This design comes from an exercise in tuning for small area, a short achievable clock period and few clock cycles on the open sky130 flow, not from production work.
Only simulation tests tie the RTL to the original design; equivalence was not proved.
No activity file was given, so power comes from the tool's default toggle rates.

$ cat flow/design.v
`timescale 1ns/1ps
module alu (
input  [31:0] a,
input  [31:0] b,
input         sub,       
input         sel_add,   
input         sel_slt,
input         sel_xor,
input         sel_or,
input         sel_and,
input         sel_sh,    
input         sh_left,
input         sh_arith,
output [31:0] result,
output        eq         
);
wire [31:0] bx  = sub ? ~b : b;
wire [31:0] sum = a + bx + {31'b0, sub};
wire        lt  = (a[31] ^ b[31]) ? a[31] : sum[31];
wire [31:0] x   = a ^ b;
reg  [31:0] ain, sr, shout;
integer i;
always @(*) begin
	for (i = 0; i < 32; i = i + 1) ain[i] = sh_left ? a[31-i] : a[i];
	sr = $unsigned($signed({sh_arith & a[31], ain}) >>> b[4:0]);
	for (i = 0; i < 32; i = i + 1) shout[i] = sh_left ? sr[31-i] : sr[i];
end
assign result = ({32{sel_add}} & sum)
              | ({32{sel_slt}} & {31'b0, lt})
              | ({32{sel_xor}} & x)
              | ({32{sel_or}}  & (a | b))
              | ({32{sel_and}} & (a & b))
              | ({32{sel_sh}}  & shout);
assign eq = ~|x;
endmodule
`timescale 1ns/1ps
module regfile(
input clk,
input [4:0] readReg1, readReg2, writeReg,
input [31:0] writeData,
input  write,
output [31:0] readData1, readData2
);
reg [31:0] Registers [0:31];
always @(posedge clk)
	if (write) Registers[writeReg] <= writeData;
assign readData1 = Registers[readReg1];
assign readData2 = Registers[readReg2];
endmodule
`timescale 1ns/1ps
module datapath
#(	parameter [31:0] INITIAL_PC = 32'h00400000
)
(
input clk, rst,
input [31:0] instr, dReadData,
output reg [31:0] PC,
output reg MemRead, MemWrite,
output reg [31:0] dAddress, dWriteData
);
reg        iv;           
reg [31:0] ir;
reg        dv;           
reg [31:0] ea, eb;
reg [13:0] eimm;
reg [4:0]  erd;
reg        ewe, eld, est, ebr, euimm;
reg        esub, esel_add, esel_slt, esel_xor, esel_or, esel_and, esel_sh, esh_left, esh_arith;
reg        efa, efb;
reg [4:0]  m1rd, m2rd;
reg        m1we, m1ld, m2we, m2ld;
reg [31:0] m2res;
wire [6:0] op  = ir[6:0];
wire [2:0] f3  = ir[14:12];
wire [4:0] rs1 = ir[19:15];
wire [4:0] rs2 = ir[24:20];
wire [4:0] rd  = ir[11:7];
wire isR  = (op == 7'b0110011);
wire isI  = (op == 7'b0010011);
wire isLW = (op == 7'b0000011);
wire isSW = (op == 7'b0100011);
wire isBR = (op == 7'b1100011);
wire isA  = isR | isI;
wire d_we  = isA | isLW;
wire d_rs2 = isR | isSW | isBR;
wire [12:0] immb = {ir[31], ir[7], ir[30:25], ir[11:8], 1'b0};
wire [13:0] d_imm = isBR ? ({immb[12], immb} - 14'd12)
                  : isSW ? {{2{ir[31]}}, ir[31:25], ir[11:7]}
                  :        {{2{ir[31]}}, ir[31:20]};
wire [31:0] wdata = m2ld ? dReadData : m2res;
wire [31:0] rd1, rd2;
regfile regfile1 (.clk(clk), .readReg1(rs1), .readReg2(rs2), .writeReg(m2rd),
		  .writeData(wdata), .write(m2we), .readData1(rd1), .readData2(rd2));
wire [31:0] d_a = (m1we && m1rd == rs1) ? dAddress : (m2we && m2rd == rs1) ? wdata : rd1;
wire [31:0] d_b = (m1we && m1rd == rs2) ? dAddress : (m2we && m2rd == rs2) ? wdata : rd2;
wire hz = dv & ((eld  & (erd  == rs1 || (d_rs2 && erd  == rs2)))
              | (m1ld & (m1rd == rs1 || (d_rs2 && m1rd == rs2))));
wire [31:0] a   = efa ? dAddress : ea;
wire [31:0] b   = efb ? dAddress : eb;
wire [31:0] op2 = euimm ? {{18{eimm[13]}}, eimm} : b;
wire [31:0] result;
wire        eq;
alu alu1 (.a(a), .b(op2), .sub(esub), .sel_add(esel_add), .sel_slt(esel_slt),
	  .sel_xor(esel_xor), .sel_or(esel_or), .sel_and(esel_and), .sel_sh(esel_sh),
	  .sh_left(esh_left), .sh_arith(esh_arith), .result(result), .eq(eq));
wire taken    = ebr & eq;
wire redirect = taken | hz;
wire d_go     = dv & ~redirect;
wire [31:0] pc_off = taken ? {{18{eimm[13]}}, eimm} : hz ? 32'hfffffff8 : 32'd4;
always @(posedge clk) begin
	if (rst) PC <= INITIAL_PC;
	else     PC <= PC + pc_off;
	iv <= ~rst & ~redirect;
	dv <= ~rst & iv & ~redirect;
	ir <= instr;
	ewe  <= ~rst & d_go & d_we;
	eld  <= ~rst & d_go & isLW;
	est  <= ~rst & d_go & isSW;
	ebr  <= ~rst & d_go & isBR;
	euimm <= isI | isLW | isSW;
	esub     <= isR & ((f3 == 3'b000 & ir[30]) | f3 == 3'b010) | isI & f3 == 3'b010;
	esel_add <= isA & f3 == 3'b000 | isLW | isSW;
	esel_slt <= isA & f3 == 3'b010;
	esel_xor <= isA & f3 == 3'b100;
	esel_or  <= isA & f3 == 3'b110;
	esel_and <= isA & f3 == 3'b111;
	esel_sh  <= isA & f3[1:0] == 2'b01;
	esh_left <= ~f3[2];
	esh_arith <= ir[30];
	eimm <= d_imm;
	erd  <= rd;
	efa  <= ewe && erd == rs1;
	efb  <= ewe && erd == rs2;
	ea   <= d_a;
	eb   <= d_b;
	dAddress   <= result;
	dWriteData <= b;
	MemRead    <= ~rst & eld;
	MemWrite   <= ~rst & est;
	m1we <= ~rst & ewe;
	m1ld <= ~rst & eld;
	m1rd <= erd;
	m2we  <= ~rst & m1we;
	m2ld  <= m1ld;
	m2rd  <= m1rd;
	m2res <= dAddress;
end
endmodule
`timescale 1ns/1ps
module multicycle
#(	parameter [31:0] INITIAL_PC = 32'h00400000
)
(
input clk, rst,
input [31:0] instr, dReadData,
output MemRead, MemWrite,
output [31:0] PC, dAddress, dWriteData
);
datapath #(INITIAL_PC) datapath1 (.clk(clk), .rst(rst), .instr(instr), .dReadData(dReadData),
	.PC(PC), .MemRead(MemRead), .MemWrite(MemWrite), .dAddress(dAddress), .dWriteData(dWriteData));
endmodule
$ cat flow/run.sh
#!/bin/bash
# synth_recipe.tcl (not shown) runs the flow's synth.tcl, then flattens the netlist and writes it again
# the make line also repeats each setting of config.mk as NAME=value (left out here)
make -C /OpenROAD-flow-scripts/flow DESIGN_CONFIG=/design/flow/config.mk WORK_HOME=/design/flow/orfs CLKGATE_MAP_FILE= SYNTH_SCRIPT=/design/flow/synth_recipe.tcl finish
$ cat flow/config.mk
export PLATFORM = sky130hd
export DESIGN_NAME = multicycle
export DESIGN_NICKNAME = multicycle
export VERILOG_FILES = /design/flow/design.v
export SDC_FILE = /design/flow/constraint.sdc
export NUM_CORES = 4
export LEC_CHECK = 0
export CAP_MARGIN = 20
export CORE_MARGIN = 2
export CORE_UTILIZATION = 40
export PLACE_DENSITY = 0.6
export SLEW_MARGIN = 20
$ cat flow/constraint.sdc
create_clock -name core_clock -period 20.0 [get_ports {clk}]
set_input_delay 4.0000 -clock core_clock [delete_from_list [all_inputs] [get_ports {clk}]]
set_output_delay 4.0000 -clock core_clock [all_outputs]
set_load 0.01 [all_outputs]
==> out/metrics.csv <==
stage,metric,value,unit
outcome,status,timing/DRC/antenna clean,
grt,All-Layer GR Usage,25.1,%
logic_synthesis,Synth async-reset ratio,0,%
clock_tree,cts hold-fix bufs,0,
logic_synthesis,Synth top area share,47.8,%
min_path,hold_sp,datapath1.ir[8]$_DFF_P_,
final_layout,Final Util,45.9,%
timing,minimum clock period,6.55,ns
critical_path,crit-path max cell delay,0.75,ns
grt,vias in the first global route,39500,
floorplanning,Starting Density,40.1,%
min_path,Min-Delay Path Class,reg2reg,
place,IO Port Bufs,163,
clock_tree,CTS Buffer Depth,3,
logic_synthesis,Cell variety after synth,81,
routing,via-per-instance ratio,6.22,
final_layout,post-route insts no fill,6381,
place,hpwl dp,123000,µm
min_path,Hold Crit Depth,0,
clock_tree,CTS tree,built,
clock_tree,worst-skew pair later-pin latency,0.79,ns
grt,total global routing overflow,0,
place,Placer Congestion,0.954,
critical_path,CP arrival,7.21,ns
logic_synthesis,Synth area leaders,"edfxtp_1, mux4_2, dfxtp_1",
clock_tree,Post-CTS Setup Bufs,0,
critical_path,worst reg-to-reg setup slack,13.45,ns
pwr,peak supply drop,0.0918,mV
logic_synthesis,Synth Cell Area,0.0643,mm²
clock_tree,clk root buf,clkbuf_16,
clock_tree,CTS Sinks,1300,
logic_synthesis,cell count after synthesis,3974,
clock_tree,number of buffers created by CTS,146,
final_layout,final net count,4294,
timing,Worst Tran Pin Value,1.09,ns
floorplanning,Die Span X,405,µm
clock_tree,# resized after CTS,0,
timing,Slew Limit Fails,0,
logic_synthesis,synth warn,3,
floorplanning,Die Y,405,µm
critical_path,Worst EP required,20.66,ns
logic_synthesis,"Seq/Total Area, Yosys",56.4,%
grt,largest net degree at the start of global routing,106,
floorplanning,FP Rows,147,
logic_synthesis,commonest cells in the netlist,"edfxtp_1, mux4_2, dfxtp_1",
timing,final setup fails,0,
final_layout,layout cells sized above 1,27.0,%
floorplanning,area of the core,0.160,mm²
timing,RSZ-0062 raised after global routing,no,
timing,clock skew,0.0338,ns
critical_path,cells on worst reg2reg path,21,
min_path,Hold EP,datapath1.erd[1]$_DFF_P_,
routing,drt wl/cell,32.4,µm
critical_path,reg2reg start,datapath1.efb$_DFF_P_,
logic_synthesis,synthesized area per cell,16.2,µm²
timing,setup tns final,0,ns
routing,antenna-violating nets left,0,
clock_tree,# H-tree levels,4,
logic_synthesis,number of synthesized flops with an enable pin,1024,
pwr,cell leakage power,25.3,nW
critical_path,Setup crit end kind,flip-flop,
critical_path,Crit-path slowest cell,nor4_1,
logic_synthesis,leading area contributor after synthesis,edfxtp_1,
logic_synthesis,post-synthesis register bit count,1300,
timing,final hold violation count,0,
critical_path,end of the worst register-to-register path,datapath1.PC[28]$_SDFF_PP0_,
logic_synthesis,Synth Flop Type,edfxtp_1,
timing,Final Cycle Share,32.7,%
place,Placed Instances,6106,
logic_synthesis,most numerous cell in the Yosys netlist,edfxtp_1,
pwr,power per cell area,88.3,mW/mm²
critical_path,crit-path leading delay family,compound AO/OA/AOI/OAI gates,
critical_path,worst path bufs/invs,3,
grt,initial antenna violation count,4,
floorplanning,die area,0.164,mm²
floorplanning,io pins,164,
flow_run,Max-Cap Viols,0,
pwr,Tot Pwr,6.49,mW
grt,first-pass GRT wire length,293000,µm
critical_path,CP Max Fanout,32,
routing,routed wire length,207000,µm
routing,DRC,0,
timing,f_max,153,MHz
final_layout,Antenna diodes,0,
routing,Vias,39700,
timing,Rel. slew slack,27.5,%
routing,first drt pass iteration count,6,
clock_tree,"CTS clk-pin slew, worst paths",0.06,ns
routing,drt initial violations,4789,
critical_path,CP Launch Type,flip-flop,
critical_path,Setup CP Type,reg2reg,
critical_path,"critical path, cell by cell","buf_4, mux2_2, mux2i_1, ha_1, nor4_1, nand4_1, nor4_2, buf_4, a211oi_1, buf_4, a21o_1, ha_1, a21o_1, a21o_1, a21oi_1, nand4_1, o211ai_1, a311oi_1, o41ai_1, xor2_1, nor2_1",
logic_synthesis,Post-Syn Nets,4168,
timing,WHS,0.385,ns
final_layout,Layout area overhead,14.4,%
[routing by layer]
layer / vias up / share of wire [%] / track usage (%)
met1: 20900 / 40 / 34.1
met3: 384 / 8.4 / 4.26
li1: 16400 / - / -
met5: - / 0.0063 / 0
met4: 2 / 3.9 / 9.61
met2: 1957 / 48 / 40.4
[cell families after synthesis]
group,synth area share [%]
mux,27.4
flops,56.4
compound gates,5.64
buf+inv,2.42
fa+ha+maj,2.51
simple gates,3.94
xor+xnor,1.66
[how the worst max path moves through the flow]
stage | from | to | slack [ns] | depth (start not counted)
global route | datapath1.efb$_DFF_P_ | datapath1.PC[31]$_SDFF_PP0_ | 12.90 | 21
CTS | datapath1.efb$_DFF_P_ | datapath1.PC[28]$_SDFF_PP0_ | 13.47 | 21
floorplan | datapath1.efb$_DFF_P_ | datapath1.PC[17]$_SDFF_PP0_ | 14.09 | 24
detailed placement | datapath1.efb$_DFF_P_ | datapath1.PC[28]$_SDFF_PP0_ | 13.48 | 21
finish | datapath1.efb$_DFF_P_ | datapath1.PC[28]$_SDFF_PP0_ | 13.45 | 21
global placement | datapath1.efb$_DFF_P_ | datapath1.PC[28]$_SDFF_PP0_ | 13.47 | 21
[final cells by class]
| class | count | area (µm²) |
|---|---|---|
| fill | 13800 | 86600 |
| sequential | 1300 | 36300 |
| multi-input combinational | 2276 | 26800 |
| clock buffer | 183 | 3850 |
| tap | 2160 | 2700 |
| timing repair buffer | 258 | 2450 |
| clock inverter | 86 | 1030 |
| inverter | 118 | 445 |
[per-stage QoR]
| stage | setup slack (ns) | instance area (µm²) |
|---|---|---|
| detailed placement | 13.48 | 68600 |
| global route | 12.90 | 73600 |
| CTS | 13.47 | 73500 |
| global placement | 13.47 | 68600 |
| finish | 13.45 | 73600 |
| floorplan | 14.09 | 64300 |
[worst reg2reg max path: cells and delay by family, from the launching register on]
family / cells / cell delay [ns]
compound gates: 8 / 1.94
xor+xnor: 1 / 0.17
fa+ha+maj: 2 / 0.82
buf+inv: 3 / 0.92
flops: 1 / 0.31
mux: 2 / 0.76
simple gates: 5 / 1.50
[placed cells by master (no fill, tap or decap), types with 69 or more instances in the layout]
cell type           n
a21oi_1           167
buf_4              86
clkbuf_16         146
clkdlybuf4s50_1   163
dfxtp_1           259
edfxtp_1         1024
ha_1              126
inv_1             111
mux2_2             69
mux2i_1           167
mux4_2            672
nand2_1           191
nor2_1            120
o21ai_0           145
xnor2_1            71
[state kept, by name, indices dropped and copies added, names as in the netlist, 32 cells and up]
register                      flops
datapath1.dAddress               32
datapath1.eb                     32
datapath1.dWriteData             32
datapath1.ir                     32
datapath1.PC                     32
datapath1.regfile1.Registers   1024
datapath1.ea                     32
datapath1.m2res                  32
[power by group]
| group | total, mW | internal, mW | switching, mW |
|---|---|---|---|
| logic | 0.760 | 0.332 | 0.428 |
| registers | 2.98 | 2.92 | 0.0580 |
| clock network | 2.75 | 1.60 | 1.15 |
Testbench counts, summed over its fixed seeds: cycles 15,346.

==> separate check: timing with driven ports <==
How much do the figures lean on ideal ports? The routed layout below was timed once more, with nothing changed but the port constraints. Step 1 (the two cells are an assumption about what drives the block):
set clk [get_ports {clk}]
set_driving_cell -lib_cell sky130_fd_sc_hd__clkbuf_16 $clk
set_driving_cell -lib_cell sky130_fd_sc_hd__buf_2 [delete_from_list [all_inputs] $clk]
Step 2 times the ports against the registers' clock, not the clock port: input delays grow and output delays shrink by t, the midpoint of the rising clock arrivals with the driver on. a / b / c = no drivers / after step 1 / after step 2; a / b = the first two.
t, ns: 0.873
setup slack, ns: 13.451 / 13.451 / 13.451
worst slew at a driven data input, ns: 0.14
After both steps setup and hold are still met in this run. The setup slack of this run moves by 0.000 ns with the drivers and by 0.000 ns with both steps.
